What follows belongs to an exercise in optimizing a design on an open flow for small area and a short achievable clock period; a production flow would make more cautious choices.
In this exercise RTL edits were held to simulation tests only and were not proved equivalent to the original.
Power is estimated from default activity; no workload was simulated.

## flow/design.v (module list and top-level ports; edited modules follow where they fit)
// module Unsigned_Array_Multiplier_32_Bit: 1973 lines
// module mul_add64: 263 lines
// module mul_booth_enc: 16 lines
// module mul_add3a: 200 lines
// module mul_pa_nnp: 3 lines
// module mul_pa_npp: 3 lines
// module mul_pa_ppn: 3 lines
// module mul_pn_nnn: 3 lines
// module mul_pn_nnp: 3 lines
// module mul_pn_ppn: 3 lines
// module mul_pn_ppp: 3 lines
// module mul_fa: 4 lines
// module mul_ha: 4 lines
// module Unsigned_Array_Multiplier_32_Bit_Top: 41 lines
module Unsigned_Array_Multiplier_32_Bit_Top (
    input         Clock_In,
    input         Enable_In,
    input  [31:0] Data_A_In,
    input  [31:0] Data_B_In,
    output [63:0] Multiplied_Result_Out
);
  // ...
==> flow/flow/run.sh <==
#!/bin/bash
# Own layout flow: the standard ORFS layout (standard.sh, with the standard
# synthesis unchanged) with two changes: the port buffers are buf_2 (instead of
# the default pick, a slow delay buffer), and after floorplanning the
# combinational cells that synthesis upsized are set back to drive 1
# (flow/downsize.tcl); placement's repair_design then fixes slew/capacitance.
# Timing repair aims at a setup slack margin of 7.5 ns (a 4.5 ns period).
# make's full output goes to make.log in the work folder; ORFS's per-step logs
# stay in orfs/logs/.
set -euo pipefail
export BUFFER_PORTS_ARGS="-buffer_cell sky130_fd_sc_hd__buf_2"
export SETUP_SLACK_MARGIN=7.5
export POST_FLOORPLAN_TCL="$PWD/flow/downsize.tcl"
bash standard.sh finish > make.log 2>&1
==> flow/flow/downsize.tcl <==
set db [ord::get_db]
set block [ord::get_db_block]
set n 0
foreach inst [$block getInsts] {
  set m [[$inst getMaster] getName]
  if {![regexp {^(sky130_fd_sc_hd__([a-z0-9]+))_([0-9]+)$} $m -> base fn size]} { continue }
  if {$size eq "1" || $size eq "0"} { continue }
  if {[regexp {^(df|dl|sdf|edf|buf|clk|inv|dly|conb|tap|fill|decap|ha$|fa$|probe|lpflow)} $fn]} { continue }
  set new [$db findMaster "${base}_1"]
  if {$new eq "NULL"} { continue }
  $inst swapMaster $new
  incr n
}
puts "downsize.tcl: set $n cells to drive 1"
==> flow/standard.sh <==
#!/bin/bash
# synth_recipe.tcl (not shown) runs the flow's synth.tcl, then flattens the netlist and writes it again
# the make line also repeats each setting of config.mk as NAME=value (left out here)
make -C /OpenROAD-flow-scripts/flow DESIGN_CONFIG=/design/flow/config.mk WORK_HOME=/design/flow/orfs CLKGATE_MAP_FILE= SYNTH_SCRIPT=/design/flow/synth_recipe.tcl "${@:-finish}"
==> flow/config.mk <==
export PLATFORM = sky130hd
export DESIGN_NAME = Unsigned_Array_Multiplier_32_Bit_Top
export DESIGN_NICKNAME = Unsigned_Array_Multiplier_32_Bit_Top
export VERILOG_FILES = /design/flow/design.v
export SDC_FILE = /design/flow/constraint.sdc
export NUM_CORES = 4
export LEC_CHECK = 0
export CAP_MARGIN = 20
export CORE_MARGIN = 2
export CORE_UTILIZATION = 50
export SLEW_MARGIN = 70
export SYNTH_HIERARCHICAL = 1
export SYNTH_MINIMUM_KEEP_SIZE = 0
==> flow/constraint.sdc <==
create_clock -name core_clock -period 12.0 [get_ports {Clock_In}]
set_input_delay 2.4000 -clock core_clock [delete_from_list [all_inputs] [get_ports {Clock_In}]]
set_output_delay 2.4000 -clock core_clock [all_outputs]
set_load 0.01 [all_outputs]
==> notes.md, run 1 <==
HP Start Neg_Reg[0]; FF-to-FF path depth 14; pre-CTS WS 7160 ps; NumNets Final 3351; status no timing/DRC/antenna violations; met3 wire length 15100 um; comb_multi_in 2181; vias in the first global route 25100; DR DRC count 0; Mapped Avg Cell Area 10.6 um2; sequential power 1610 uW; endpoint class of the critical path output port; maxcap violations 0; setup_tns 0 ps; initial antenna violation count 1; startpoint types flip-flop; CP endpoint Multiplied_Result_Out[43]; hold slack 785 ps; Cells after DPL 3610; Clk power 1030 uW; GPL Wtd Cong 0.944; CP max stage cell dfxtp_4; hold buffer count at CTS 0; WHS Endpoint Cut_Reg[4]; area of the multi-input gates 22400 um2; clock sinks 274; Starting Density 0.507; layout cells sized above 1 0.246; Worst R2R End Cut_Reg[94]; number of clock buffers in the layout 37; met2 global-route usage 0.480; Crit path max-delay family compound AO/OA/AOI/OAI gates
==> module mul_add3a, before the edit <==
module mul_add3a (input [32:0] x, input [32:0] y, output [33:0] p);
wire [32:0] g0, p0;
mul_ha h0 (.a(x[0]), .b(y[0]), .s(p0[0]), .co(g0[0]));
mul_ha h1 (.a(x[1]), .b(y[1]), .s(p0[1]), .co(g0[1]));
mul_ha h2 (.a(x[2]), .b(y[2]), .s(p0[2]), .co(g0[2]));
mul_ha h3 (.a(x[3]), .b(y[3]), .s(p0[3]), .co(g0[3]));
mul_ha h4 (.a(x[4]), .b(y[4]), .s(p0[4]), .co(g0[4]));
mul_ha h5 (.a(x[5]), .b(y[5]), .s(p0[5]), .co(g0[5]));
mul_ha h6 (.a(x[6]), .b(y[6]), .s(p0[6]), .co(g0[6]));
mul_ha h7 (.a(x[7]), .b(y[7]), .s(p0[7]), .co(g0[7]));
mul_ha h8 (.a(x[8]), .b(y[8]), .s(p0[8]), .co(g0[8]));
mul_ha h9 (.a(x[9]), .b(y[9]), .s(p0[9]), .co(g0[9]));
mul_ha h10 (.a(x[10]), .b(y[10]), .s(p0[10]), .co(g0[10]));
mul_ha h11 (.a(x[11]), .b(y[11]), .s(p0[11]), .co(g0[11]));
mul_ha h12 (.a(x[12]), .b(y[12]), .s(p0[12]), .co(g0[12]));
mul_ha h13 (.a(x[13]), .b(y[13]), .s(p0[13]), .co(g0[13]));
mul_ha h14 (.a(x[14]), .b(y[14]), .s(p0[14]), .co(g0[14]));
mul_ha h15 (.a(x[15]), .b(y[15]), .s(p0[15]), .co(g0[15]));
mul_ha h16 (.a(x[16]), .b(y[16]), .s(p0[16]), .co(g0[16]));
mul_ha h17 (.a(x[17]), .b(y[17]), .s(p0[17]), .co(g0[17]));
mul_ha h18 (.a(x[18]), .b(y[18]), .s(p0[18]), .co(g0[18]));
mul_ha h19 (.a(x[19]), .b(y[19]), .s(p0[19]), .co(g0[19]));
mul_ha h20 (.a(x[20]), .b(y[20]), .s(p0[20]), .co(g0[20]));
mul_ha h21 (.a(x[21]), .b(y[21]), .s(p0[21]), .co(g0[21]));
mul_ha h22 (.a(x[22]), .b(y[22]), .s(p0[22]), .co(g0[22]));
mul_ha h23 (.a(x[23]), .b(y[23]), .s(p0[23]), .co(g0[23]));
mul_ha h24 (.a(x[24]), .b(y[24]), .s(p0[24]), .co(g0[24]));
mul_ha h25 (.a(x[25]), .b(y[25]), .s(p0[25]), .co(g0[25]));
mul_ha h26 (.a(x[26]), .b(y[26]), .s(p0[26]), .co(g0[26]));
mul_ha h27 (.a(x[27]), .b(y[27]), .s(p0[27]), .co(g0[27]));
mul_ha h28 (.a(x[28]), .b(y[28]), .s(p0[28]), .co(g0[28]));
mul_ha h29 (.a(x[29]), .b(y[29]), .s(p0[29]), .co(g0[29]));
mul_ha h30 (.a(x[30]), .b(y[30]), .s(p0[30]), .co(g0[30]));
mul_ha h31 (.a(x[31]), .b(y[31]), .s(p0[31]), .co(g0[31]));
mul_ha h32 (.a(x[32]), .b(y[32]), .s(p0[32]), .co(g0[32]));
wire G1; mul_pn_ppp n1 (.g1(g0[1]), .p1(p0[1]), .g0(g0[0]), .y(G1));
wire G2; mul_pn_ppp n2 (.g1(g0[3]), .p1(p0[3]), .g0(g0[2]), .y(G2));
wire P2 = ~(p0[3] & p0[2]);
wire G3; mul_pn_ppp n3 (.g1(g0[5]), .p1(p0[5]), .g0(g0[4]), .y(G3));
wire P3 = ~(p0[5] & p0[4]);
wire G4; mul_pn_ppp n4 (.g1(g0[7]), .p1(p0[7]), .g0(g0[6]), .y(G4));
wire P4 = ~(p0[7] & p0[6]);
wire G5; mul_pn_ppp n5 (.g1(g0[9]), .p1(p0[9]), .g0(g0[8]), .y(G5));
wire P5 = ~(p0[9] & p0[8]);
wire G6; mul_pn_ppp n6 (.g1(g0[11]), .p1(p0[11]), .g0(g0[10]), .y(G6));
wire P6 = ~(p0[11] & p0[10]);
wire G7; mul_pn_ppp n7 (.g1(g0[13]), .p1(p0[13]), .g0(g0[12]), .y(G7));
wire P7 = ~(p0[13] & p0[12]);
wire G8; mul_pn_ppp n8 (.g1(g0[15]), .p1(p0[15]), .g0(g0[14]), .y(G8));
wire P8 = ~(p0[15] & p0[14]);
wire G9; mul_pn_ppp n9 (.g1(g0[17]), .p1(p0[17]), .g0(g0[16]), .y(G9));
wire P9 = ~(p0[17] & p0[16]);
wire G10; mul_pn_ppp n10 (.g1(g0[19]), .p1(p0[19]), .g0(g0[18]), .y(G10));
wire P10 = ~(p0[19] & p0[18]);
wire G11; mul_pn_ppp n11 (.g1(g0[21]), .p1(p0[21]), .g0(g0[20]), .y(G11));
wire P11 = ~(p0[21] & p0[20]);
wire G12; mul_pn_ppp n12 (.g1(g0[23]), .p1(p0[23]), .g0(g0[22]), .y(G12));
wire P12 = ~(p0[23] & p0[22]);
wire G13; mul_pn_ppp n13 (.g1(g0[25]), .p1(p0[25]), .g0(g0[24]), .y(G13));
wire P13 = ~(p0[25] & p0[24]);
wire G14; mul_pn_ppp n14 (.g1(g0[27]), .p1(p0[27]), .g0(g0[26]), .y(G14));
wire P14 = ~(p0[27] & p0[26]);
wire G15; mul_pn_ppp n15 (.g1(g0[29]), .p1(p0[29]), .g0(g0[28]), .y(G15));
wire P15 = ~(p0[29] & p0[28]);
wire G16; mul_pn_ppp n16 (.g1(g0[31]), .p1(p0[31]), .g0(g0[30]), .y(G16));
wire P16 = ~(p0[31] & p0[30]);
wire G17; mul_pn_ppn n17 (.g1(g0[2]), .p1(p0[2]), .g0(G1), .y(G17));
wire G18; mul_pn_nnn n18 (.g1(G2), .p1(P2), .g0(G1), .y(G18));
wire G19; mul_pn_ppn n19 (.g1(g0[6]), .p1(p0[6]), .g0(G3), .y(G19));
wire P19 = ~(p0[6] & ~P3);
wire G20; mul_pn_nnn n20 (.g1(G4), .p1(P4), .g0(G3), .y(G20));
wire P20 = (~P4 & ~P3);
wire G21; mul_pn_ppn n21 (.g1(g0[10]), .p1(p0[10]), .g0(G5), .y(G21));
wire P21 = ~(p0[10] & ~P5);
wire G22; mul_pn_nnn n22 (.g1(G6), .p1(P6), .g0(G5), .y(G22));
wire P22 = (~P6 & ~P5);
wire G23; mul_pn_ppn n23 (.g1(g0[14]), .p1(p0[14]), .g0(G7), .y(G23));
wire P23 = ~(p0[14] & ~P7);
wire G24; mul_pn_nnn n24 (.g1(G8), .p1(P8), .g0(G7), .y(G24));
wire P24 = (~P8 & ~P7);
wire G25; mul_pn_ppn n25 (.g1(g0[18]), .p1(p0[18]), .g0(G9), .y(G25));
wire P25 = ~(p0[18] & ~P9);
wire G26; mul_pn_nnn n26 (.g1(G10), .p1(P10), .g0(G9), .y(G26));
wire P26 = (~P10 & ~P9);
wire G27; mul_pn_ppn n27 (.g1(g0[22]), .p1(p0[22]), .g0(G11), .y(G27));
wire P27 = ~(p0[22] & ~P11);
wire G28; mul_pn_nnn n28 (.g1(G12), .p1(P12), .g0(G11), .y(G28));
wire P28 = (~P12 & ~P11);
wire G29; mul_pn_ppn n29 (.g1(g0[26]), .p1(p0[26]), .g0(G13), .y(G29));
wire P29 = ~(p0[26] & ~P13);
wire G30; mul_pn_nnn n30 (.g1(G14), .p1(P14), .g0(G13), .y(G30));
wire P30 = (~P14 & ~P13);
wire G31; mul_pn_ppn n31 (.g1(g0[30]), .p1(p0[30]), .g0(G15), .y(G31));
wire P31 = ~(p0[30] & ~P15);
wire G32; mul_pn_nnn n32 (.g1(G16), .p1(P16), .g0(G15), .y(G32));
wire P32 = (~P16 & ~P15);
wire G33; mul_pn_ppp n33 (.g1(g0[4]), .p1(p0[4]), .g0(G18), .y(G33));
wire G34; mul_pn_nnp n34 (.g1(G3), .p1(P3), .g0(G18), .y(G34));
wire G35; mul_pn_nnp n35 (.g1(G19), .p1(P19), .g0(G18), .y(G35));
wire G36; mul_pn_ppp n36 (.g1(G20), .p1(P20), .g0(G18), .y(G36));
wire G37; mul_pn_ppp n37 (.g1(g0[12]), .p1(p0[12]), .g0(G22), .y(G37));
wire P37 = ~(p0[12] & P22);
wire G38; mul_pn_nnp n38 (.g1(G7), .p1(P7), .g0(G22), .y(G38));
wire P38 = (~P7 & P22);
wire G39; mul_pn_nnp n39 (.g1(G23), .p1(P23), .g0(G22), .y(G39));
wire P39 = (~P23 & P22);
wire G40; mul_pn_ppp n40 (.g1(G24), .p1(P24), .g0(G22), .y(G40));
wire P40 = ~(P24 & P22);
wire G41; mul_pn_ppp n41 (.g1(g0[20]), .p1(p0[20]), .g0(G26), .y(G41));
wire P41 = ~(p0[20] & P26);
wire G42; mul_pn_nnp n42 (.g1(G11), .p1(P11), .g0(G26), .y(G42));
wire P42 = (~P11 & P26);
wire G43; mul_pn_nnp n43 (.g1(G27), .p1(P27), .g0(G26), .y(G43));
wire P43 = (~P27 & P26);
wire G44; mul_pn_ppp n44 (.g1(G28), .p1(P28), .g0(G26), .y(G44));
wire P44 = ~(P28 & P26);
wire G45; mul_pn_ppp n45 (.g1(g0[28]), .p1(p0[28]), .g0(G30), .y(G45));
wire P45 = ~(p0[28] & P30);
wire G46; mul_pn_nnp n46 (.g1(G15), .p1(P15), .g0(G30), .y(G46));
wire P46 = (~P15 & P30);
wire G47; mul_pn_nnp n47 (.g1(G31), .p1(P31), .g0(G30), .y(G47));
wire P47 = (~P31 & P30);
wire G48; mul_pn_ppp n48 (.g1(G32), .p1(P32), .g0(G30), .y(G48));
wire P48 = ~(P32 & P30);
wire G49; mul_pn_ppn n49 (.g1(g0[8]), .p1(p0[8]), .g0(G36), .y(G49));
wire G50; mul_pn_nnn n50 (.g1(G5), .p1(P5), .g0(G36), .y(G50));
wire G51; mul_pn_nnn n51 (.g1(G21), .p1(P21), .g0(G36), .y(G51));
wire G52; mul_pn_ppn n52 (.g1(G22), .p1(P22), .g0(G36), .y(G52));
wire G53; mul_pn_nnn n53 (.g1(G37), .p1(P37), .g0(G36), .y(G53));
wire G54; mul_pn_ppn n54 (.g1(G38), .p1(P38), .g0(G36), .y(G54));
wire G55; mul_pn_ppn n55 (.g1(G39), .p1(P39), .g0(G36), .y(G55));
wire G56; mul_pn_nnn n56 (.g1(G40), .p1(P40), .g0(G36), .y(G56));
wire G57; mul_pn_ppn n57 (.g1(g0[24]), .p1(p0[24]), .g0(G44), .y(G57));
wire P57 = ~(p0[24] & ~P44);
wire G58; mul_pn_nnn n58 (.g1(G13), .p1(P13), .g0(G44), .y(G58));
wire P58 = (~P13 & ~P44);
wire G59; mul_pn_nnn n59 (.g1(G29), .p1(P29), .g0(G44), .y(G59));
wire P59 = (~P29 & ~P44);
wire G60; mul_pn_ppn n60 (.g1(G30), .p1(P30), .g0(G44), .y(G60));
wire P60 = ~(P30 & ~P44);
wire G61; mul_pn_nnn n61 (.g1(G45), .p1(P45), .g0(G44), .y(G61));
wire P61 = (~P45 & ~P44);
wire G62; mul_pn_ppn n62 (.g1(G46), .p1(P46), .g0(G44), .y(G62));
wire P62 = ~(P46 & ~P44);
wire G63; mul_pn_ppn n63 (.g1(G47), .p1(P47), .g0(G44), .y(G63));
wire P63 = ~(P47 & ~P44);
wire G64; mul_pn_nnn n64 (.g1(G48), .p1(P48), .g0(G44), .y(G64));
wire P64 = (~P48 & ~P44);
wire G65; mul_pn_ppp n65 (.g1(g0[16]), .p1(p0[16]), .g0(G56), .y(G65));
wire G66; mul_pn_nnp n66 (.g1(G9), .p1(P9), .g0(G56), .y(G66));
wire G67; mul_pn_nnp n67 (.g1(G25), .p1(P25), .g0(G56), .y(G67));
wire G68; mul_pn_ppp n68 (.g1(G26), .p1(P26), .g0(G56), .y(G68));
wire G69; mul_pn_nnp n69 (.g1(G41), .p1(P41), .g0(G56), .y(G69));
wire G70; mul_pn_ppp n70 (.g1(G42), .p1(P42), .g0(G56), .y(G70));
wire G71; mul_pn_ppp n71 (.g1(G43), .p1(P43), .g0(G56), .y(G71));
wire G72; mul_pn_nnp n72 (.g1(G44), .p1(P44), .g0(G56), .y(G72));
wire G73; mul_pn_nnp n73 (.g1(G57), .p1(P57), .g0(G56), .y(G73));
wire G74; mul_pn_ppp n74 (.g1(G58), .p1(P58), .g0(G56), .y(G74));
wire G75; mul_pn_ppp n75 (.g1(G59), .p1(P59), .g0(G56), .y(G75));
wire G76; mul_pn_nnp n76 (.g1(G60), .p1(P60), .g0(G56), .y(G76));
wire G77; mul_pn_ppp n77 (.g1(G61), .p1(P61), .g0(G56), .y(G77));
wire G78; mul_pn_nnp n78 (.g1(G62), .p1(P62), .g0(G56), .y(G78));
wire G79; mul_pn_nnp n79 (.g1(G63), .p1(P63), .g0(G56), .y(G79));
wire G80; mul_pn_ppp n80 (.g1(G64), .p1(P64), .g0(G56), .y(G80));
wire G81; mul_pn_ppn n81 (.g1(g0[32]), .p1(p0[32]), .g0(G80), .y(G81));
assign p[0] = p0[0];
assign p[1] = p0[1] ^ g0[0];
assign p[2] = p0[2] ^ ~G1;
assign p[3] = p0[3] ^ ~G17;
assign p[4] = p0[4] ^ G18;
assign p[5] = p0[5] ^ ~G33;
assign p[6] = p0[6] ^ G34;
assign p[7] = p0[7] ^ G35;
assign p[8] = p0[8] ^ ~G36;
assign p[9] = p0[9] ^ ~G49;
assign p[10] = p0[10] ^ G50;
assign p[11] = p0[11] ^ G51;
assign p[12] = p0[12] ^ ~G52;
assign p[13] = p0[13] ^ G53;
assign p[14] = p0[14] ^ ~G54;
assign p[15] = p0[15] ^ ~G55;
assign p[16] = p0[16] ^ G56;
assign p[17] = p0[17] ^ ~G65;
assign p[18] = p0[18] ^ G66;
assign p[19] = p0[19] ^ G67;
assign p[20] = p0[20] ^ ~G68;
assign p[21] = p0[21] ^ G69;
assign p[22] = p0[22] ^ ~G70;
assign p[23] = p0[23] ^ ~G71;
assign p[24] = p0[24] ^ G72;
assign p[25] = p0[25] ^ G73;
assign p[26] = p0[26] ^ ~G74;
assign p[27] = p0[27] ^ ~G75;
assign p[28] = p0[28] ^ G76;
assign p[29] = p0[29] ^ ~G77;
assign p[30] = p0[30] ^ G78;
assign p[31] = p0[31] ^ G79;
assign p[32] = p0[32] ^ ~G80;
assign p[33] = ~G81;
endmodule
==> run 2, diff against run 1 <==
--- a/flow/design.v
+++ b/flow/design.v
@@ -1454,7 +1454,7 @@
 mul_fa us391 (.a(neg[2]), .b(pp39), .c(pp7), .s(s391), .co(c392));
 mul_ha us393 (.a(pp71), .b(c390), .s(s393), .co(c394));
 mul_fa us395 (.a(pp40), .b(pp72), .c(pp8), .s(s395), .co(c396));
-mul_ha us397 (.a(c392), .b(c394), .s(s397), .co(c398));
+mul_ha us397 (.a(c394), .b(c392), .s(s397), .co(c398));
 mul_fa us399 (.a(pp41), .b(pp73), .c(pp9), .s(s399), .co(c400));
 mul_ha us401 (.a(c396), .b(s399), .s(s401), .co(c402));
 mul_fa us403 (.a(neg[3]), .b(pp10), .c(pp106), .s(s403), .co(c404));
@@ -1472,8 +1472,8 @@
 mul_ha us427 (.a(c418), .b(s425), .s(s427), .co(c428));
 mul_fa us429 (.a(pp110), .b(pp14), .c(pp142), .s(s429), .co(c430));
 mul_fa us431 (.a(pp46), .b(pp78), .c(c422), .s(s431), .co(c432));
-mul_fa us433 (.a(c424), .b(s429), .c(c426), .s(s433), .co(c434));
-mul_ha us435 (.a(s431), .b(c428), .s(s435), .co(c436));
+mul_fa us433 (.a(c424), .b(s429), .c(s431), .s(s433), .co(c434));
+mul_ha us435 (.a(c426), .b(c428), .s(s435), .co(c436));
 mul_fa us437 (.a(pp111), .b(pp143), .c(pp15), .s(s437), .co(c438));
 mul_fa us439 (.a(pp47), .b(pp79), .c(c430), .s(s439), .co(c440));
 mul_fa us441 (.a(s437), .b(c432), .c(s439), .s(s441), .co(c442));
@@ -1537,7 +1537,7 @@
 mul_fa us557 (.a(pp25), .b(pp281), .c(pp57), .s(s557), .co(c558));
 mul_fa us559 (.a(pp89), .b(c540), .c(c542), .s(s559), .co(c560));
 mul_fa us561 (.a(s553), .b(s555), .c(s557), .s(s561), .co(c562));
-mul_fa us563 (.a(c544), .b(c546), .c(s559), .s(s563), .co(c564));
+mul_fa us563 (.a(c544), .b(s559), .c(c546), .s(s563), .co(c564));
 mul_fa us565 (.a(s561), .b(c548), .c(s563), .s(s565), .co(c566));
 mul_ha us567 (.a(c550), .b(s565), .s(s567), .co(c568));
 mul_fa us569 (.a(pp122), .b(pp154), .c(pp186), .s(s569), .co(c570));
@@ -1562,8 +1562,8 @@
 mul_fa us607 (.a(pp60), .b(pp92), .c(c586), .s(s607), .co(c608));
 mul_fa us609 (.a(c588), .b(c590), .c(s601), .s(s609), .co(c610));
 mul_fa us611 (.a(s603), .b(s605), .c(c592), .s(s611), .co(c612));
-mul_fa us613 (.a(c594), .b(s607), .c(s609), .s(s613), .co(c614));
-mul_fa us615 (.a(c596), .b(s611), .c(s613), .s(s615), .co(c616));
+mul_fa us613 (.a(s607), .b(c594), .c(s609), .s(s613), .co(c614));
+mul_fa us615 (.a(s611), .b(c596), .c(s613), .s(s615), .co(c616));
 mul_ha us617 (.a(c598), .b(s615), .s(s617), .co(c618));
 mul_fa us619 (.a(pp125), .b(pp157), .c(pp189), .s(s619), .co(c620));
 mul_fa us621 (.a(pp221), .b(pp253), .c(pp285), .s(s621), .co(c622));
@@ -1579,8 +1579,8 @@
 mul_fa us641 (.a(pp30), .b(pp318), .c(pp62), .s(s641), .co(c642));
 mul_fa us643 (.a(pp94), .b(c620), .c(c622), .s(s643), .co(c644));
 mul_fa us645 (.a(c624), .b(s637), .c(s639), .s(s645), .co(c646));
-mul_fa us647 (.a(s641), .b(c626), .c(c628), .s(s647), .co(c648));
-mul_fa us649 (.a(s643), .b(s645), .c(c630), .s(s649), .co(c650));
+mul_fa us647 (.a(s641), .b(c626), .c(s643), .s(s647), .co(c648));
+mul_fa us649 (.a(c628), .b(s645), .c(c630), .s(s649), .co(c650));
 mul_fa us651 (.a(s647), .b(c632), .c(s649), .s(s651), .co(c652));
 mul_ha us653 (.a(c634), .b(s651), .s(s653), .co(c654));
 mul_fa us655 (.a(pp127), .b(pp159), .c(pp191), .s(s655), .co(c656));
@@ -1589,7 +1589,7 @@
 mul_fa us661 (.a(pp63), .b(pp95), .c(c638), .s(s661), .co(c662));
 mul_fa us663 (.a(c640), .b(c642), .c(s655), .s(s663), .co(c664));
 mul_fa us665 (.a(s657), .b(s659), .c(c644), .s(s665), .co(c666));
-mul_fa us667 (.a(c646), .b(s661), .c(s663), .s(s667), .co(c668));
+mul_fa us667 (.a(s661), .b(c646), .c(s663), .s(s667), .co(c668));
 mul_fa us669 (.a(c648), .b(s665), .c(s667), .s(s669), .co(c670));
 mul_fa us671 (.a(c650), .b(s669), .c(c652), .s(s671), .co(c672));
 mul_fa us673 (.a(pp128), .b(pp160), .c(pp192), .s(s673), .co(c674));
@@ -1635,7 +1635,7 @@
 mul_fa us753 (.a(pp356), .b(pp68), .c(c728), .s(s753), .co(c754));
 mul_fa us755 (.a(c730), .b(c732), .c(c734), .s(s755), .co(c756));
 mul_fa us757 (.a(s747), .b(s749), .c(s751), .s(s757), .co(c758));
-mul_fa us759 (.a(c736), .b(c738), .c(s753), .s(s759), .co(c760));
+mul_fa us759 (.a(c736), .b(s753), .c(c738), .s(s759), .co(c760));
 mul_fa us761 (.a(s755), .b(s757), .c(c740), .s(s761), .co(c762));
 mul_fa us763 (.a(s759), .b(c742), .c(s761), .s(s763), .co(c764));
 mul_ha us765 (.a(c744), .b(s763), .s(s765), .co(c766));
@@ -1645,8 +1645,8 @@
 mul_fa us773 (.a(pp357), .b(pp69), .c(c748), .s(s773), .co(c774));
 mul_fa us775 (.a(c750), .b(c752), .c(s767), .s(s775), .co(c776));
 mul_fa us777 (.a(s769), .b(s771), .c(c754), .s(s777), .co(c778));
-mul_fa us779 (.a(c756), .b(c758), .c(s773), .s(s779), .co(c780));
-mul_fa us781 (.a(s775), .b(c760), .c(s777), .s(s781), .co(c782));
+mul_fa us779 (.a(c756), .b(s773), .c(c758), .s(s779), .co(c780));
+mul_fa us781 (.a(s775), .b(s777), .c(c760), .s(s781), .co(c782));
 mul_fa us783 (.a(s779), .b(c762), .c(s781), .s(s783), .co(c784));
 mul_ha us785 (.a(c764), .b(s783), .s(s785), .co(c786));
 mul_fa us787 (.a(ns70), .b(pp102), .c(pp134), .s(s787), .co(c788));
@@ -1656,8 +1656,8 @@
 mul_fa us795 (.a(c772), .b(s787), .c(s789), .s(s795), .co(c796));
 mul_fa us797 (.a(s791), .b(c774), .c(c776), .s(s797), .co(c798));
 mul_fa us799 (.a(s793), .b(s795), .c(c778), .s(s799), .co(c800));
-mul_fa us801 (.a(c780), .b(s797), .c(c782), .s(s801), .co(c802));
-mul_fa us803 (.a(s799), .b(c784), .c(s801), .s(s803), .co(c804));
+mul_fa us801 (.a(c780), .b(s797), .c(s799), .s(s801), .co(c802));
+mul_fa us803 (.a(c782), .b(s801), .c(c784), .s(s803), .co(c804));
 mul_fa us805 (.a(1'b1), .b(pp103), .c(pp135), .s(s805), .co(c806));
 mul_fa us807 (.a(pp167), .b(pp199), .c(pp231), .s(s807), .co(c808));
 mul_fa us809 (.a(pp263), .b(pp295), .c(pp327), .s(s809), .co(c810));
@@ -1704,8 +1704,8 @@
 mul_fa us891 (.a(pp236), .b(pp268), .c(pp300), .s(s891), .co(c892));
 mul_fa us893 (.a(pp332), .b(pp364), .c(c874), .s(s893), .co(c894));
 mul_fa us895 (.a(c876), .b(c878), .c(s889), .s(s895), .co(c896));
-mul_fa us897 (.a(s891), .b(c880), .c(c882), .s(s897), .co(c898));
-mul_fa us899 (.a(s893), .b(s895), .c(c884), .s(s899), .co(c900));
+mul_fa us897 (.a(s891), .b(c880), .c(s893), .s(s897), .co(c898));
+mul_fa us899 (.a(c882), .b(s895), .c(c884), .s(s899), .co(c900));
 mul_fa us901 (.a(s897), .b(c886), .c(s899), .s(s901), .co(c902));
 mul_fa us903 (.a(1'b1), .b(pp173), .c(pp205), .s(s903), .co(c904));
 mul_fa us905 (.a(pp237), .b(pp269), .c(pp301), .s(s905), .co(c906));
@@ -1718,15 +1718,15 @@
 mul_fa us919 (.a(pp238), .b(pp270), .c(pp302), .s(s919), .co(c920));
 mul_fa us921 (.a(pp334), .b(pp366), .c(c904), .s(s921), .co(c922));
 mul_fa us923 (.a(c906), .b(s917), .c(s919), .s(s923), .co(c924));
-mul_fa us925 (.a(c908), .b(c910), .c(s921), .s(s925), .co(c926));
+mul_fa us925 (.a(c908), .b(s921), .c(c910), .s(s925), .co(c926));
 mul_fa us927 (.a(s923), .b(c912), .c(s925), .s(s927), .co(c928));
 mul_ha us929 (.a(c914), .b(s927), .s(s929), .co(c930));
 mul_fa us931 (.a(ns175), .b(pp207), .c(pp239), .s(s931), .co(c932));
 mul_fa us933 (.a(pp271), .b(pp303), .c(pp335), .s(s933), .co(c934));
 mul_fa us935 (.a(pp367), .b(c918), .c(c920), .s(s935), .co(c936));
 mul_fa us937 (.a(s931), .b(s933), .c(c922), .s(s937), .co(c938));
-mul_fa us939 (.a(c924), .b(s935), .c(c926), .s(s939), .co(c940));
-mul_fa us941 (.a(s937), .b(c928), .c(s939), .s(s941), .co(c942));
+mul_fa us939 (.a(c924), .b(s935), .c(s937), .s(s939), .co(c940));
+mul_fa us941 (.a(c926), .b(s939), .c(c928), .s(s941), .co(c942));
 mul_fa us943 (.a(1'b1), .b(pp208), .c(pp240), .s(s943), .co(c944));
 mul_fa us945 (.a(pp272), .b(pp304), .c(pp336), .s(s945), .co(c946));
 mul_fa us947 (.a(pp368), .b(c932), .c(c934), .s(s947), .co(c948));
@@ -1788,7 +1788,7 @@
 wire ap3, ag4; mul_ha ah3 (.a(pp4), .b(s385), .s(ap3), .co(ag4));
 wire ap5, ag6; mul_ha ah4 (.a(c386), .b(s387), .s(ap5), .co(ag6));
 wire ap7, ag8; mul_ha ah5 (.a(c388), .b(s389), .s(ap7), .co(ag8));
-wire ap9, ag10; mul_ha ah6 (.a(s391), .b(s393), .s(ap9), .co(ag10));
+wire ap9, ag10; mul_ha ah6 (.a(s393), .b(s391), .s(ap9), .co(ag10));
 wire ap11, ag12; mul_ha ah7 (.a(s395), .b(s397), .s(ap11), .co(ag12));
 wire ap13, ag14; mul_ha ah8 (.a(c398), .b(s401), .s(ap13), .co(ag14));
 wire ap15, ag16; mul_ha ah9 (.a(s405), .b(s407), .s(ap15), .co(ag16));
@@ -2287,167 +2287,167 @@
 mul_ha h32 (.a(x[32]), .b(y[32]), .s(p0[32]), .co(g0[32]));
 wire G1; mul_pn_ppp n1 (.g1(g0[1]), .p1(p0[1]), .g0(g0[0]), .y(G1));
 wire G2; mul_pn_ppp n2 (.g1(g0[3]), .p1(p0[3]), .g0(g0[2]), .y(G2));
-wire P2 = ~(p0[3] & p0[2]);
+wire P2; mul_pa_ppn uP2 (.a(p0[3]), .b(p0[2]), .y(P2));
 wire G3; mul_pn_ppp n3 (.g1(g0[5]), .p1(p0[5]), .g0(g0[4]), .y(G3));
-wire P3 = ~(p0[5] & p0[4]);
+wire P3; mul_pa_ppn uP3 (.a(p0[5]), .b(p0[4]), .y(P3));
 wire G4; mul_pn_ppp n4 (.g1(g0[7]), .p1(p0[7]), .g0(g0[6]), .y(G4));
-wire P4 = ~(p0[7] & p0[6]);
+wire P4; mul_pa_ppn uP4 (.a(p0[7]), .b(p0[6]), .y(P4));
 wire G5; mul_pn_ppp n5 (.g1(g0[9]), .p1(p0[9]), .g0(g0[8]), .y(G5));
-wire P5 = ~(p0[9] & p0[8]);
+wire P5; mul_pa_ppn uP5 (.a(p0[9]), .b(p0[8]), .y(P5));
 wire G6; mul_pn_ppp n6 (.g1(g0[11]), .p1(p0[11]), .g0(g0[10]), .y(G6));
-wire P6 = ~(p0[11] & p0[10]);
+wire P6; mul_pa_ppn uP6 (.a(p0[11]), .b(p0[10]), .y(P6));
 wire G7; mul_pn_ppp n7 (.g1(g0[13]), .p1(p0[13]), .g0(g0[12]), .y(G7));
-wire P7 = ~(p0[13] & p0[12]);
+wire P7; mul_pa_ppn uP7 (.a(p0[13]), .b(p0[12]), .y(P7));
 wire G8; mul_pn_ppp n8 (.g1(g0[15]), .p1(p0[15]), .g0(g0[14]), .y(G8));
-wire P8 = ~(p0[15] & p0[14]);
+wire P8; mul_pa_ppn uP8 (.a(p0[15]), .b(p0[14]), .y(P8));
 wire G9; mul_pn_ppp n9 (.g1(g0[17]), .p1(p0[17]), .g0(g0[16]), .y(G9));
-wire P9 = ~(p0[17] & p0[16]);
+wire P9; mul_pa_ppn uP9 (.a(p0[17]), .b(p0[16]), .y(P9));
 wire G10; mul_pn_ppp n10 (.g1(g0[19]), .p1(p0[19]), .g0(g0[18]), .y(G10));
-wire P10 = ~(p0[19] & p0[18]);
+wire P10; mul_pa_ppn uP10 (.a(p0[19]), .b(p0[18]), .y(P10));
 wire G11; mul_pn_ppp n11 (.g1(g0[21]), .p1(p0[21]), .g0(g0[20]), .y(G11));
-wire P11 = ~(p0[21] & p0[20]);
+wire P11; mul_pa_ppn uP11 (.a(p0[21]), .b(p0[20]), .y(P11));
 wire G12; mul_pn_ppp n12 (.g1(g0[23]), .p1(p0[23]), .g0(g0[22]), .y(G12));
-wire P12 = ~(p0[23] & p0[22]);
+wire P12; mul_pa_ppn uP12 (.a(p0[23]), .b(p0[22]), .y(P12));
 wire G13; mul_pn_ppp n13 (.g1(g0[25]), .p1(p0[25]), .g0(g0[24]), .y(G13));
-wire P13 = ~(p0[25] & p0[24]);
+wire P13; mul_pa_ppn uP13 (.a(p0[25]), .b(p0[24]), .y(P13));
 wire G14; mul_pn_ppp n14 (.g1(g0[27]), .p1(p0[27]), .g0(g0[26]), .y(G14));
-wire P14 = ~(p0[27] & p0[26]);
+wire P14; mul_pa_ppn uP14 (.a(p0[27]), .b(p0[26]), .y(P14));
 wire G15; mul_pn_ppp n15 (.g1(g0[29]), .p1(p0[29]), .g0(g0[28]), .y(G15));
-wire P15 = ~(p0[29] & p0[28]);
+wire P15; mul_pa_ppn uP15 (.a(p0[29]), .b(p0[28]), .y(P15));
 wire G16; mul_pn_ppp n16 (.g1(g0[31]), .p1(p0[31]), .g0(g0[30]), .y(G16));
-wire P16 = ~(p0[31] & p0[30]);
-wire G17; mul_pn_ppn n17 (.g1(g0[2]), .p1(p0[2]), .g0(G1), .y(G17));
-wire G18; mul_pn_nnn n18 (.g1(G2), .p1(P2), .g0(G1), .y(G18));
-wire G19; mul_pn_ppn n19 (.g1(g0[6]), .p1(p0[6]), .g0(G3), .y(G19));
-wire P19 = ~(p0[6] & ~P3);
-wire G20; mul_pn_nnn n20 (.g1(G4), .p1(P4), .g0(G3), .y(G20));
-wire P20 = (~P4 & ~P3);
-wire G21; mul_pn_ppn n21 (.g1(g0[10]), .p1(p0[10]), .g0(G5), .y(G21));
-wire P21 = ~(p0[10] & ~P5);
-wire G22; mul_pn_nnn n22 (.g1(G6), .p1(P6), .g0(G5), .y(G22));
-wire P22 = (~P6 & ~P5);
-wire G23; mul_pn_ppn n23 (.g1(g0[14]), .p1(p0[14]), .g0(G7), .y(G23));
-wire P23 = ~(p0[14] & ~P7);
-wire G24; mul_pn_nnn n24 (.g1(G8), .p1(P8), .g0(G7), .y(G24));
-wire P24 = (~P8 & ~P7);
-wire G25; mul_pn_ppn n25 (.g1(g0[18]), .p1(p0[18]), .g0(G9), .y(G25));
-wire P25 = ~(p0[18] & ~P9);
-wire G26; mul_pn_nnn n26 (.g1(G10), .p1(P10), .g0(G9), .y(G26));
-wire P26 = (~P10 & ~P9);
-wire G27; mul_pn_ppn n27 (.g1(g0[22]), .p1(p0[22]), .g0(G11), .y(G27));
-wire P27 = ~(p0[22] & ~P11);
-wire G28; mul_pn_nnn n28 (.g1(G12), .p1(P12), .g0(G11), .y(G28));
-wire P28 = (~P12 & ~P11);
-wire G29; mul_pn_ppn n29 (.g1(g0[26]), .p1(p0[26]), .g0(G13), .y(G29));
-wire P29 = ~(p0[26] & ~P13);
-wire G30; mul_pn_nnn n30 (.g1(G14), .p1(P14), .g0(G13), .y(G30));
-wire P30 = (~P14 & ~P13);
-wire G31; mul_pn_ppn n31 (.g1(g0[30]), .p1(p0[30]), .g0(G15), .y(G31));
-wire P31 = ~(p0[30] & ~P15);
-wire G32; mul_pn_nnn n32 (.g1(G16), .p1(P16), .g0(G15), .y(G32));
-wire P32 = (~P16 & ~P15);
-wire G33; mul_pn_ppp n33 (.g1(g0[4]), .p1(p0[4]), .g0(G18), .y(G33));
-wire G34; mul_pn_nnp n34 (.g1(G3), .p1(P3), .g0(G18), .y(G34));
-wire G35; mul_pn_nnp n35 (.g1(G19), .p1(P19), .g0(G18), .y(G35));
-wire G36; mul_pn_ppp n36 (.g1(G20), .p1(P20), .g0(G18), .y(G36));
-wire G37; mul_pn_ppp n37 (.g1(g0[12]), .p1(p0[12]), .g0(G22), .y(G37));
-wire P37 = ~(p0[12] & P22);
-wire G38; mul_pn_nnp n38 (.g1(G7), .p1(P7), .g0(G22), .y(G38));
-wire P38 = (~P7 & P22);
-wire G39; mul_pn_nnp n39 (.g1(G23), .p1(P23), .g0(G22), .y(G39));
-wire P39 = (~P23 & P22);
-wire G40; mul_pn_ppp n40 (.g1(G24), .p1(P24), .g0(G22), .y(G40));
-wire P40 = ~(P24 & P22);
-wire G41; mul_pn_ppp n41 (.g1(g0[20]), .p1(p0[20]), .g0(G26), .y(G41));
-wire P41 = ~(p0[20] & P26);
-wire G42; mul_pn_nnp n42 (.g1(G11), .p1(P11), .g0(G26), .y(G42));
-wire P42 = (~P11 & P26);
-wire G43; mul_pn_nnp n43 (.g1(G27), .p1(P27), .g0(G26), .y(G43));
-wire P43 = (~P27 & P26);
-wire G44; mul_pn_ppp n44 (.g1(G28), .p1(P28), .g0(G26), .y(G44));
-wire P44 = ~(P28 & P26);
-wire G45; mul_pn_ppp n45 (.g1(g0[28]), .p1(p0[28]), .g0(G30), .y(G45));
-wire P45 = ~(p0[28] & P30);
-wire G46; mul_pn_nnp n46 (.g1(G15), .p1(P15), .g0(G30), .y(G46));
-wire P46 = (~P15 & P30);
-wire G47; mul_pn_nnp n47 (.g1(G31), .p1(P31), .g0(G30), .y(G47));
-wire P47 = (~P31 & P30);
-wire G48; mul_pn_ppp n48 (.g1(G32), .p1(P32), .g0(G30), .y(G48));
-wire P48 = ~(P32 & P30);
-wire G49; mul_pn_ppn n49 (.g1(g0[8]), .p1(p0[8]), .g0(G36), .y(G49));
-wire G50; mul_pn_nnn n50 (.g1(G5), .p1(P5), .g0(G36), .y(G50));
-wire G51; mul_pn_nnn n51 (.g1(G21), .p1(P21), .g0(G36), .y(G51));
-wire G52; mul_pn_ppn n52 (.g1(G22), .p1(P22), .g0(G36), .y(G52));
-wire G53; mul_pn_nnn n53 (.g1(G37), .p1(P37), .g0(G36), .y(G53));
-wire G54; mul_pn_ppn n54 (.g1(G38), .p1(P38), .g0(G36), .y(G54));
-wire G55; mul_pn_ppn n55 (.g1(G39), .p1(P39), .g0(G36), .y(G55));
-wire G56; mul_pn_nnn n56 (.g1(G40), .p1(P40), .g0(G36), .y(G56));
-wire G57; mul_pn_ppn n57 (.g1(g0[24]), .p1(p0[24]), .g0(G44), .y(G57));
-wire P57 = ~(p0[24] & ~P44);
-wire G58; mul_pn_nnn n58 (.g1(G13), .p1(P13), .g0(G44), .y(G58));
-wire P58 = (~P13 & ~P44);
-wire G59; mul_pn_nnn n59 (.g1(G29), .p1(P29), .g0(G44), .y(G59));
-wire P59 = (~P29 & ~P44);
-wire G60; mul_pn_ppn n60 (.g1(G30), .p1(P30), .g0(G44), .y(G60));
-wire P60 = ~(P30 & ~P44);
-wire G61; mul_pn_nnn n61 (.g1(G45), .p1(P45), .g0(G44), .y(G61));
-wire P61 = (~P45 & ~P44);
-wire G62; mul_pn_ppn n62 (.g1(G46), .p1(P46), .g0(G44), .y(G62));
-wire P62 = ~(P46 & ~P44);
-wire G63; mul_pn_ppn n63 (.g1(G47), .p1(P47), .g0(G44), .y(G63));
-wire P63 = ~(P47 & ~P44);
-wire G64; mul_pn_nnn n64 (.g1(G48), .p1(P48), .g0(G44), .y(G64));
-wire P64 = (~P48 & ~P44);
-wire G65; mul_pn_ppp n65 (.g1(g0[16]), .p1(p0[16]), .g0(G56), .y(G65));
-wire G66; mul_pn_nnp n66 (.g1(G9), .p1(P9), .g0(G56), .y(G66));
-wire G67; mul_pn_nnp n67 (.g1(G25), .p1(P25), .g0(G56), .y(G67));
-wire G68; mul_pn_ppp n68 (.g1(G26), .p1(P26), .g0(G56), .y(G68));
-wire G69; mul_pn_nnp n69 (.g1(G41), .p1(P41), .g0(G56), .y(G69));
-wire G70; mul_pn_ppp n70 (.g1(G42), .p1(P42), .g0(G56), .y(G70));
-wire G71; mul_pn_ppp n71 (.g1(G43), .p1(P43), .g0(G56), .y(G71));
-wire G72; mul_pn_nnp n72 (.g1(G44), .p1(P44), .g0(G56), .y(G72));
-wire G73; mul_pn_nnp n73 (.g1(G57), .p1(P57), .g0(G56), .y(G73));
-wire G74; mul_pn_ppp n74 (.g1(G58), .p1(P58), .g0(G56), .y(G74));
-wire G75; mul_pn_ppp n75 (.g1(G59), .p1(P59), .g0(G56), .y(G75));
-wire G76; mul_pn_nnp n76 (.g1(G60), .p1(P60), .g0(G56), .y(G76));
-wire G77; mul_pn_ppp n77 (.g1(G61), .p1(P61), .g0(G56), .y(G77));
-wire G78; mul_pn_nnp n78 (.g1(G62), .p1(P62), .g0(G56), .y(G78));
-wire G79; mul_pn_nnp n79 (.g1(G63), .p1(P63), .g0(G56), .y(G79));
-wire G80; mul_pn_ppp n80 (.g1(G64), .p1(P64), .g0(G56), .y(G80));
-wire G81; mul_pn_ppn n81 (.g1(g0[32]), .p1(p0[32]), .g0(G80), .y(G81));
+wire P16; mul_pa_ppn uP16 (.a(p0[31]), .b(p0[30]), .y(P16));
+wire G17; mul_pn_nnn n17 (.g1(G2), .p1(P2), .g0(G1), .y(G17));
+wire G18; mul_pn_nnn n18 (.g1(G3), .p1(P3), .g0(G2), .y(G18));
+wire P18; mul_pa_nnp uP18 (.a(P3), .b(P2), .y(P18));
+wire G19; mul_pn_nnn n19 (.g1(G4), .p1(P4), .g0(G3), .y(G19));
+wire P19; mul_pa_nnp uP19 (.a(P4), .b(P3), .y(P19));
+wire G20; mul_pn_nnn n20 (.g1(G5), .p1(P5), .g0(G4), .y(G20));
+wire P20; mul_pa_nnp uP20 (.a(P5), .b(P4), .y(P20));
+wire G21; mul_pn_nnn n21 (.g1(G6), .p1(P6), .g0(G5), .y(G21));
+wire P21; mul_pa_nnp uP21 (.a(P6), .b(P5), .y(P21));
+wire G22; mul_pn_nnn n22 (.g1(G7), .p1(P7), .g0(G6), .y(G22));
+wire P22; mul_pa_nnp uP22 (.a(P7), .b(P6), .y(P22));
+wire G23; mul_pn_nnn n23 (.g1(G8), .p1(P8), .g0(G7), .y(G23));
+wire P23; mul_pa_nnp uP23 (.a(P8), .b(P7), .y(P23));
+wire G24; mul_pn_nnn n24 (.g1(G9), .p1(P9), .g0(G8), .y(G24));
+wire P24; mul_pa_nnp uP24 (.a(P9), .b(P8), .y(P24));
+wire G25; mul_pn_nnn n25 (.g1(G10), .p1(P10), .g0(G9), .y(G25));
+wire P25; mul_pa_nnp uP25 (.a(P10), .b(P9), .y(P25));
+wire G26; mul_pn_nnn n26 (.g1(G11), .p1(P11), .g0(G10), .y(G26));
+wire P26; mul_pa_nnp uP26 (.a(P11), .b(P10), .y(P26));
+wire G27; mul_pn_nnn n27 (.g1(G12), .p1(P12), .g0(G11), .y(G27));
+wire P27; mul_pa_nnp uP27 (.a(P12), .b(P11), .y(P27));
+wire G28; mul_pn_nnn n28 (.g1(G13), .p1(P13), .g0(G12), .y(G28));
+wire P28; mul_pa_nnp uP28 (.a(P13), .b(P12), .y(P28));
+wire G29; mul_pn_nnn n29 (.g1(G14), .p1(P14), .g0(G13), .y(G29));
+wire P29; mul_pa_nnp uP29 (.a(P14), .b(P13), .y(P29));
+wire G30; mul_pn_nnn n30 (.g1(G15), .p1(P15), .g0(G14), .y(G30));
+wire P30; mul_pa_nnp uP30 (.a(P15), .b(P14), .y(P30));
+wire G31; mul_pn_nnn n31 (.g1(G16), .p1(P16), .g0(G15), .y(G31));
+wire P31; mul_pa_nnp uP31 (.a(P16), .b(P15), .y(P31));
+wire G32; mul_pn_ppn n32 (.g1(G18), .p1(P18), .g0(G1), .y(G32));
+wire G33; mul_pn_ppp n33 (.g1(G19), .p1(P19), .g0(G17), .y(G33));
+wire G34; mul_pn_ppp n34 (.g1(G20), .p1(P20), .g0(G18), .y(G34));
+wire P34; mul_pa_ppn uP34 (.a(P20), .b(P18), .y(P34));
+wire G35; mul_pn_ppp n35 (.g1(G21), .p1(P21), .g0(G19), .y(G35));
+wire P35; mul_pa_ppn uP35 (.a(P21), .b(P19), .y(P35));
+wire G36; mul_pn_ppp n36 (.g1(G22), .p1(P22), .g0(G20), .y(G36));
+wire P36; mul_pa_ppn uP36 (.a(P22), .b(P20), .y(P36));
+wire G37; mul_pn_ppp n37 (.g1(G23), .p1(P23), .g0(G21), .y(G37));
+wire P37; mul_pa_ppn uP37 (.a(P23), .b(P21), .y(P37));
+wire G38; mul_pn_ppp n38 (.g1(G24), .p1(P24), .g0(G22), .y(G38));
+wire P38; mul_pa_ppn uP38 (.a(P24), .b(P22), .y(P38));
+wire G39; mul_pn_ppp n39 (.g1(G25), .p1(P25), .g0(G23), .y(G39));
+wire P39; mul_pa_ppn uP39 (.a(P25), .b(P23), .y(P39));
+wire G40; mul_pn_ppp n40 (.g1(G26), .p1(P26), .g0(G24), .y(G40));
+wire P40; mul_pa_ppn uP40 (.a(P26), .b(P24), .y(P40));
+wire G41; mul_pn_ppp n41 (.g1(G27), .p1(P27), .g0(G25), .y(G41));
+wire P41; mul_pa_ppn uP41 (.a(P27), .b(P25), .y(P41));
+wire G42; mul_pn_ppp n42 (.g1(G28), .p1(P28), .g0(G26), .y(G42));
+wire P42; mul_pa_ppn uP42 (.a(P28), .b(P26), .y(P42));
+wire G43; mul_pn_ppp n43 (.g1(G29), .p1(P29), .g0(G27), .y(G43));
+wire P43; mul_pa_ppn uP43 (.a(P29), .b(P27), .y(P43));
+wire G44; mul_pn_ppp n44 (.g1(G30), .p1(P30), .g0(G28), .y(G44));
+wire P44; mul_pa_ppn uP44 (.a(P30), .b(P28), .y(P44));
+wire G45; mul_pn_ppp n45 (.g1(G31), .p1(P31), .g0(G29), .y(G45));
+wire P45; mul_pa_ppn uP45 (.a(P31), .b(P29), .y(P45));
+wire G46; mul_pn_nnn n46 (.g1(G34), .p1(P34), .g0(G1), .y(G46));
+wire G47; mul_pn_nnp n47 (.g1(G35), .p1(P35), .g0(G17), .y(G47));
+wire G48; mul_pn_nnn n48 (.g1(G36), .p1(P36), .g0(G32), .y(G48));
+wire G49; mul_pn_nnn n49 (.g1(G37), .p1(P37), .g0(G33), .y(G49));
+wire G50; mul_pn_nnn n50 (.g1(G38), .p1(P38), .g0(G34), .y(G50));
+wire P50; mul_pa_nnp uP50 (.a(P38), .b(P34), .y(P50));
+wire G51; mul_pn_nnn n51 (.g1(G39), .p1(P39), .g0(G35), .y(G51));
+wire P51; mul_pa_nnp uP51 (.a(P39), .b(P35), .y(P51));
+wire G52; mul_pn_nnn n52 (.g1(G40), .p1(P40), .g0(G36), .y(G52));
+wire P52; mul_pa_nnp uP52 (.a(P40), .b(P36), .y(P52));
+wire G53; mul_pn_nnn n53 (.g1(G41), .p1(P41), .g0(G37), .y(G53));
+wire P53; mul_pa_nnp uP53 (.a(P41), .b(P37), .y(P53));
+wire G54; mul_pn_nnn n54 (.g1(G42), .p1(P42), .g0(G38), .y(G54));
+wire P54; mul_pa_nnp uP54 (.a(P42), .b(P38), .y(P54));
+wire G55; mul_pn_nnn n55 (.g1(G43), .p1(P43), .g0(G39), .y(G55));
+wire P55; mul_pa_nnp uP55 (.a(P43), .b(P39), .y(P55));
+wire G56; mul_pn_nnn n56 (.g1(G44), .p1(P44), .g0(G40), .y(G56));
+wire P56; mul_pa_nnp uP56 (.a(P44), .b(P40), .y(P56));
+wire G57; mul_pn_nnn n57 (.g1(G45), .p1(P45), .g0(G41), .y(G57));
+wire P57; mul_pa_nnp uP57 (.a(P45), .b(P41), .y(P57));
+wire G58; mul_pn_ppn n58 (.g1(G50), .p1(P50), .g0(G1), .y(G58));
+wire G59; mul_pn_ppp n59 (.g1(G51), .p1(P51), .g0(G17), .y(G59));
+wire G60; mul_pn_ppn n60 (.g1(G52), .p1(P52), .g0(G32), .y(G60));
+wire G61; mul_pn_ppn n61 (.g1(G53), .p1(P53), .g0(G33), .y(G61));
+wire G62; mul_pn_ppp n62 (.g1(G54), .p1(P54), .g0(G46), .y(G62));
+wire G63; mul_pn_ppp n63 (.g1(G55), .p1(P55), .g0(G47), .y(G63));
+wire G64; mul_pn_ppp n64 (.g1(G56), .p1(P56), .g0(G48), .y(G64));
+wire G65; mul_pn_ppp n65 (.g1(G57), .p1(P57), .g0(G49), .y(G65));
+wire G66; mul_pn_ppn n66 (.g1(g0[2]), .p1(p0[2]), .g0(G1), .y(G66));
+wire G67; mul_pn_ppp n67 (.g1(g0[4]), .p1(p0[4]), .g0(G17), .y(G67));
+wire G68; mul_pn_ppn n68 (.g1(g0[6]), .p1(p0[6]), .g0(G32), .y(G68));
+wire G69; mul_pn_ppn n69 (.g1(g0[8]), .p1(p0[8]), .g0(G33), .y(G69));
+wire G70; mul_pn_ppp n70 (.g1(g0[10]), .p1(p0[10]), .g0(G46), .y(G70));
+wire G71; mul_pn_ppp n71 (.g1(g0[12]), .p1(p0[12]), .g0(G47), .y(G71));
+wire G72; mul_pn_ppp n72 (.g1(g0[14]), .p1(p0[14]), .g0(G48), .y(G72));
+wire G73; mul_pn_ppp n73 (.g1(g0[16]), .p1(p0[16]), .g0(G49), .y(G73));
+wire G74; mul_pn_ppn n74 (.g1(g0[18]), .p1(p0[18]), .g0(G58), .y(G74));
+wire G75; mul_pn_ppn n75 (.g1(g0[20]), .p1(p0[20]), .g0(G59), .y(G75));
+wire G76; mul_pn_ppn n76 (.g1(g0[22]), .p1(p0[22]), .g0(G60), .y(G76));
+wire G77; mul_pn_ppn n77 (.g1(g0[24]), .p1(p0[24]), .g0(G61), .y(G77));
+wire G78; mul_pn_ppn n78 (.g1(g0[26]), .p1(p0[26]), .g0(G62), .y(G78));
+wire G79; mul_pn_ppn n79 (.g1(g0[28]), .p1(p0[28]), .g0(G63), .y(G79));
+wire G80; mul_pn_ppn n80 (.g1(g0[30]), .p1(p0[30]), .g0(G64), .y(G80));
+wire G81; mul_pn_ppn n81 (.g1(g0[32]), .p1(p0[32]), .g0(G65), .y(G81));
 assign p[0] = p0[0];
 assign p[1] = p0[1] ^ g0[0];
 assign p[2] = p0[2] ^ ~G1;
-assign p[3] = p0[3] ^ ~G17;
-assign p[4] = p0[4] ^ G18;
-assign p[5] = p0[5] ^ ~G33;
-assign p[6] = p0[6] ^ G34;
-assign p[7] = p0[7] ^ G35;
-assign p[8] = p0[8] ^ ~G36;
-assign p[9] = p0[9] ^ ~G49;
-assign p[10] = p0[10] ^ G50;
-assign p[11] = p0[11] ^ G51;
-assign p[12] = p0[12] ^ ~G52;
-assign p[13] = p0[13] ^ G53;
-assign p[14] = p0[14] ^ ~G54;
-assign p[15] = p0[15] ^ ~G55;
-assign p[16] = p0[16] ^ G56;
-assign p[17] = p0[17] ^ ~G65;
-assign p[18] = p0[18] ^ G66;
-assign p[19] = p0[19] ^ G67;
-assign p[20] = p0[20] ^ ~G68;
-assign p[21] = p0[21] ^ G69;
-assign p[22] = p0[22] ^ ~G70;
-assign p[23] = p0[23] ^ ~G71;
-assign p[24] = p0[24] ^ G72;
-assign p[25] = p0[25] ^ G73;
-assign p[26] = p0[26] ^ ~G74;
-assign p[27] = p0[27] ^ ~G75;
-assign p[28] = p0[28] ^ G76;
-assign p[29] = p0[29] ^ ~G77;
-assign p[30] = p0[30] ^ G78;
-assign p[31] = p0[31] ^ G79;
-assign p[32] = p0[32] ^ ~G80;
+assign p[3] = p0[3] ^ ~G66;
+assign p[4] = p0[4] ^ G17;
+assign p[5] = p0[5] ^ ~G67;
+assign p[6] = p0[6] ^ ~G32;
+assign p[7] = p0[7] ^ ~G68;
+assign p[8] = p0[8] ^ ~G33;
+assign p[9] = p0[9] ^ ~G69;
+assign p[10] = p0[10] ^ G46;
+assign p[11] = p0[11] ^ ~G70;
+assign p[12] = p0[12] ^ G47;
+assign p[13] = p0[13] ^ ~G71;
+assign p[14] = p0[14] ^ G48;
+assign p[15] = p0[15] ^ ~G72;
+assign p[16] = p0[16] ^ G49;
+assign p[17] = p0[17] ^ ~G73;
+assign p[18] = p0[18] ^ ~G58;
+assign p[19] = p0[19] ^ ~G74;
+assign p[20] = p0[20] ^ ~G59;
+assign p[21] = p0[21] ^ ~G75;
+assign p[22] = p0[22] ^ ~G60;
+assign p[23] = p0[23] ^ ~G76;
+assign p[24] = p0[24] ^ ~G61;
+assign p[25] = p0[25] ^ ~G77;
+assign p[26] = p0[26] ^ ~G62;
+assign p[27] = p0[27] ^ ~G78;
+assign p[28] = p0[28] ^ ~G63;
+assign p[29] = p0[29] ^ ~G79;
+assign p[30] = p0[30] ^ ~G64;
+assign p[31] = p0[31] ^ ~G80;
+assign p[32] = p0[32] ^ ~G65;
 assign p[33] = ~G81;
 endmodule
 module mul_pa_nnp (input a, input b, output y);
--- a/flow/config.mk
+++ b/flow/config.mk
@@ -7,7 +7,7 @@
 export LEC_CHECK = 0
 export CAP_MARGIN = 20
 export CORE_MARGIN = 2
-export CORE_UTILIZATION = 50
+export CORE_UTILIZATION = 60
 export SLEW_MARGIN = 70
 export SYNTH_HIERARCHICAL = 1
 export SYNTH_MINIMUM_KEEP_SIZE = 0
==> run 2 against run 1 <==
Effect of this change:
- combinational power shrank 4.2%
- first-iteration DRC count shrank 2.1%
- critical path depth shrank 1
- utilization grew 9.7 points
- synthesized area shrank 0.67%
- largest power group unchanged
==> notes.md, run 2 <==
antenna-violating nets left 0; Required @ worst endpoint 9600 ps; Detailed Route Iter0 Violations 3567; vias in the first global route 24900 (-0.90%); Least-Margin Pin Slew 514 ps; Core ar. 52600 um2; post-layout min period 4570 ps; met2 wire length 47400 um; Pwr Total 10700 uW; vias post-DR 25400; Final Setup Violations 0; Post-Route WL 113000 um; DR WL/cell 32.0 um; yosys warns 7; fin. max-slew vios 0; layout cells sized above 1 0.248 (+0.00216); Hold Path Stages 2; clock latency (worst-skew pair) 590 ps; maxcap violations 0 (unchanged); CTS H-tree lvls 1; Max Clk Rate 219 MHz; peak supply drop 0.281 mV; unrepaired setup endpoints after global routing yes; largest net degree at the start of global routing 52; area grow syn2layout 2.17%; setup_tns 0 ps (unchanged); I/O Pins 130; critical path type reg -> out; max reg flops 155; register clock-pin slew on the reported worst setup and hold paths 60 ps; setup ws final 7430 ps; top sig layer met4; Fillers 4352; hpwl dp 71800 um; met1 wire length 42100 um; first-pass GRT wire length 162000 um; CTS Buf Count 27; Port Buffers 129; Post-Synthesis Cells 2997; status no timing/DRC/antenna violations; period utilisation layout 0.381; hold slack 794 ps (+9.26 ps); Regs by FF count Cut_Reg: 155 flops, Triple_Reg: 33 flops, Data_A_Reg: 32 flops; leakage 0.0122 uW; Mapped Avg Cell Area 10.6 um2 (+0.25%); pre-CTS WS 7240 ps (+84.8 ps); Critical Path AT 2170 ps; P per Cell Area 329 nW/um2; worst-case clock skew 9.15 ps; Row Count 84; DR DRC count 0 (unchanged); most common cell after layout, fill and taps aside xnor2_1; CTS max path bufs 3; Die Y 235 um; Starting Density 0.607 (+0.0997); antenna cell count 0; Mapped Area 31900 um2; root buffer cell clkbuf_16; Slew headroom 0.657; area of the multi-input gates 22200 um2 (-1.1%); initial antenna violation count 0 (-1); FF-to-FF path depth 14 (unchanged); clock sinks 274 (unchanged); most frequent cells in the layout 411 x xnor2_1, 302 x a22o_1, 248 x fa_1, 231 x a221oi_1, 186 x dfxtp_1; sequential cell area 5670 um2; startpoint types flip-flop; Fin. Hold Viols 0; CTS tree done; die width 235 um; Hold WC Path Type reg -> reg; CP max FO 3; Global Route Usage Sum 0.397; drt first pass iters 10; grt ovf 0; NumNets Final 3324 (-0.81%); GPL Wtd Cong 0.978 (+3.6%); met3 wire length 16500 um (+9.3%); Largest Register Cut_Reg; die area 55000 um2; endpoint class of the critical path output port; vias per cell 7.17
==> run 2: per-stage QoR <==
stage,cell area (um2),instances,util
final,32600,3535,0.620
after detailed placement,29000,3419,0.551
after floorplan,32000,3018,-
after global routing,32600,3535,0.620
after CTS,30900,3489,0.588
after global placement,28400,3405,0.541
==> run 2: what timing repair did <==
action,in CTS,in global routing
endpoints found under the setup margin,61,64
gates resized for setup,181,271
pin swaps,27,105
cloned,0,6
setup buffers,20,30
hold buffers,0,0
==> run 2: routing by layer <==
layer	GRT usage	vias up
met3	0.139	545
met2	0.598	2128
met4	0.172	0
met1	0.517	12300
li1	-	10400
met5	0	-
==> run 2: final timing paths <==
path / from / slack, ps / to
setup / recovery: Cut_Reg[44] / 7430 / Multiplied_Result_Out[57]
hold / removal: Neg_Reg[0] / 790 / Cut_Reg[4]
setup reg to reg: S3_Reg[4] / 7440 / Cut_Reg[94]
hold reg to reg: Neg_Reg[0] / 790 / Cut_Reg[4]
==> run 2: power by group <==
group	total [uW]	internal [uW]	switching [uW]
Combinational	8160	3510	4650
Clock	920	533	387
Sequential	1650	1340	314
==> run 2: cell type report <==
type	count	area share
Inverter	51	0.00587
Clock inverter	11	0.00457
Sequential cell	274	0.174
Clock buffer	39	0.0256
Timing Repair Buffer	294	0.0831
Tap cell	688	0.0264
Multi-Input combinational cell	2178	0.680
==> run 2: worst max-delay path, cell delays in order, from the launching register on <==
cell and delay [ps]:
dfxtp_1 350, a21oi_2 320, o21ai_2 150, a21oi_4 250, o21ai_4 100, a21oi_2 150
xnor2_1 120, buf_2 150
==> run 3, diff against run 2 <==
--- a/flow/config.mk
+++ b/flow/config.mk
@@ -8,6 +8,7 @@
 export CAP_MARGIN = 20
 export CORE_MARGIN = 2
 export CORE_UTILIZATION = 60
-export SLEW_MARGIN = 70
+export SLEW_MARGIN = 40
 export SYNTH_HIERARCHICAL = 1
 export SYNTH_MINIMUM_KEEP_SIZE = 0
+export TNS_END_PERCENT = 10
==> run 3 against run 2 <==
Effect of this change:
- sequential share of layout area up 0.54 points
- sequential power about the same
- critical endpoint is now Multiplied_Result_Out[41]
- register-to-register slack worse by 20 ps
- critical path type unchanged
- combinational power down 7.4%
- wire length down 2.2%
- first-iteration DRC count up 8.9%
- fmax down 0.62%
==> notes.md, run 3 <==
non-filler cells, final 3483 (-1.5%); Post-Route WL 110000 um (-2.2%); CTS max path bufs 3 (unchanged); FF-to-FF path depth 12 (-2); FF-to-FF Start S3_Reg[5]; hpwl dp 71000 um (-1.1%); grt ovf 0 (unchanged); Final Setup Violations 0 (unchanged); HP Start Neg_Reg[0]; leakage 0.0117 uW (-4.2%); Cells after DPL 3405 (-0.41%); Hold Path Stages 2 (unchanged); Starting Density 0.607 (unchanged); initial antenna violation count 0 (unchanged); maxcap violations 0 (unchanged); CTS Buf Count 28 (+3.7%); yosys warns 7 (unchanged); endpoint class of the critical path output port; Largest Register Cut_Reg; CTS tree done; first-pass GRT wire length 161000 um (-0.85%); most frequent cells in the layout 416 x xnor2_1, 302 x a22o_1, 259 x fa_1, 231 x a221oi_1, 209 x dfxtp_1; largest net degree at the start of global routing 52 (unchanged); P per Cell Area 327 nW/um2 (-0.69%); Worst R2R End Cut_Reg[124]; Mapped Avg Cell Area 10.6 um2 (unchanged); FF-to-FF setup slack 7420 ps (-20 ps); Least-Margin Pin Slew 818 ps (+304 ps); Max Clk Rate 217 MHz (-0.62%); DR DRC count 0 (unchanged); hold buffer count at CTS 0 (unchanged); Mapped Area 31900 um2 (unchanged); Port Buffers 129 (unchanged); Hold WC Path Type reg -> reg; fin. max-slew vios 0 (unchanged); die area 55000 um2 (unchanged); layout cells sized above 1 0.198 (-0.0505); GPL Wtd Cong 0.978 (unchanged); antenna-violating nets left 0 (unchanged); vias in the first global route 24400 (-1.7%); drt first pass iters 9 (-1); max reg flops 155 (unchanged); Detailed Route Iter0 Violations 3883 (+8.9%); Regs by FF count Cut_Reg: 155 flops, Triple_Reg: 33 flops, Data_A_Reg: 32 flops; I/O Pins 130 (unchanged); root buffer cell clkbuf_16; Fin. Hold Viols 0 (unchanged); vias per cell 7.13 (-0.57%); vias post-DR 24800 (-2.0%); Post-Synthesis Cells 2997 (unchanged); fin util 0.593 (-0.0274); register clock-pin slew on the reported worst setup and hold paths 70 ps (about the same); most common cell after layout, fill and taps aside xnor2_1; WHS Endpoint Cut_Reg[4]; DR WL/cell 31.7 um (-0.74%); Fillers 4538 (+4.3%); CTS H-tree lvls 1 (unchanged); clock sinks 274 (unchanged); Die Y 235 um (unchanged); placed cell areas 28400 um2 (-1.9%); startpoint types flip-flop; die width 235 um (unchanged); Global Route Usage Sum 0.394 (-0.00310); period utilisation layout 0.383 (+0.00239); Slew headroom 0.455 (-0.202); Critical Path AT 2200 ps (+30 ps); status no timing/DRC/antenna violations; Row Count 84 (unchanged); worst-case clock skew 19.6 ps (+10.4 ps); clock latency (worst-skew pair) 600 ps (about the same); area grow syn2layout -2.34%; sequential cell area 5590 um2 (-1.4%); area of the multi-input gates 21600 um2 (-2.4%); critical path type reg -> out; post-layout min period 4600 ps (+28.7 ps); Core ar. 52600 um2 (unchanged); fin area 31200 um2 (-4.4%); antenna cell count 0 (unchanged); Required @ worst endpoint 9600 ps (about the same); CP max FO 3 (unchanged); NumNets Final 3272 (-1.6%); peak supply drop 0.252 mV (-10%); setup_tns 0 ps (unchanged); unrepaired setup endpoints after global routing yes
==> run 3: cell count changes in the layout (fill, tap and decap cells not counted), sizes merged <==
cell	delta
buf	-46
bufinv	+4
clkbuf	-10
clkinv	-1
clkinvlp	+2
dlymetal6s2s	-1
==> run 3: metal layers <==
metal / vias to the layer above / global-route usage / part of all wire
li1: 10300 / - / -
met1: 12100 / 0.509 / 0.38
met2: 2012 / 0.598 / 0.43
met3: 447 / 0.148 / 0.14
met4: 0 / 0.154 / 0.052
met5: - / 0.00357 / 0
==> run 3: worst max-delay path, cell delays in order, from the launching register on <==
cell and delay, ps:
dfxtp_1 380, nand2_1 150, nor2_1 250, nand2_1 140, o21ai_4 260, a21oi_1 120, xnor2_1 150, buf_2 150
==> run 3: power by group <==
| group | total (uW) | switching, uW | internal, uW |
|---|---|---|---|
| registers | 1630 | 295 | 1330 |
| clock network | 995 | 394 | 601 |
| logic | 7560 | 4380 | 3190 |
==> run 3: area by class of cell <==
type / instances / share of cell area
repair buffers: 241 / 0.0583
flip-flops and latches: 274 / 0.179
multi-input cells: 2178 / 0.695
clock inverters: 16 / 0.00811
well taps: 688 / 0.0276
inverters: 51 / 0.00615
clock buffers: 35 / 0.0256
==> run 3: stage by stage <==
stage / power [uW] / worst slack (ps) / hold WS (ps)
after global placement: 8290 / 7100 / 903
after detailed placement: 8350 / 7020 / 913
after floorplan: 8960 / 7540 / 543
final: 10200 / 7400 / 825
after CTS: 9570 / 7370 / 817
after global routing: 11100 / 7330 / 836
==> run 3: what timing repair did <==
item | CTS | global route
pin swaps | 20 | 40
setup buffers | 14 | 12
resized for setup | 163 | 201
gates cloned | 0 | 1
setup endpoints to repair | 86 | 70
==> run 3: worst max path at each step <==
| stage | slack (ps) | start | end | depth (start not counted) |
|---|---|---|---|---|
| final | 7400 | Cut_Reg[55] | Multiplied_Result_Out[41] | 7 |
| after global routing | 7330 | Cut_Reg[20] | Multiplied_Result_Out[63] | 8 |
| after CTS | 7370 | S4_Reg[8] | Cut_Reg[94] | 13 |
| after detailed placement | 7020 | Data_A_Reg[7] | Cut_Reg[94] | 13 |
| after global placement | 7100 | Data_A_Reg[7] | Cut_Reg[94] | 13 |
| after floorplan | 7540 | Neg_Reg[3] | Cut_Reg[94] | 13 |

[afterwards: timing with drivers on the ports]
No port has a modelled driver above. Below, the same layouts with a new extraction and two added sets of constraints. Step 1, drivers: a clkbuf_16 drives Clock_In and a buf_2 each remaining input, both assumed. Step 2 times the ports against the registers' clock, not the clock port: input delays grow and output delays shrink by t, the midpoint of the rising clock arrivals with the driver on. Three values: ideal, step 1, step 2; two values: the first two.
run	shift t [ns]	setup WS [ns]	clock arrival spread, ns	worst slew at a driven data input, ns	cell pins on the clock port's net
run 1	0.656	7.433 / 7.366 / 7.267	0.034 / 0.034	0.05	1
run 2	0.651	7.428 / 7.365 / 7.226	0.011 / 0.010	0.05	1
run 3	0.649	7.399 / 7.336 / 7.223	0.020 / 0.020	0.05	1
After both steps every run listed still meets setup and hold. The setup slack of run 2, which loses most, moves by -0.063 ns with the drivers and by -0.202 ns with both steps.
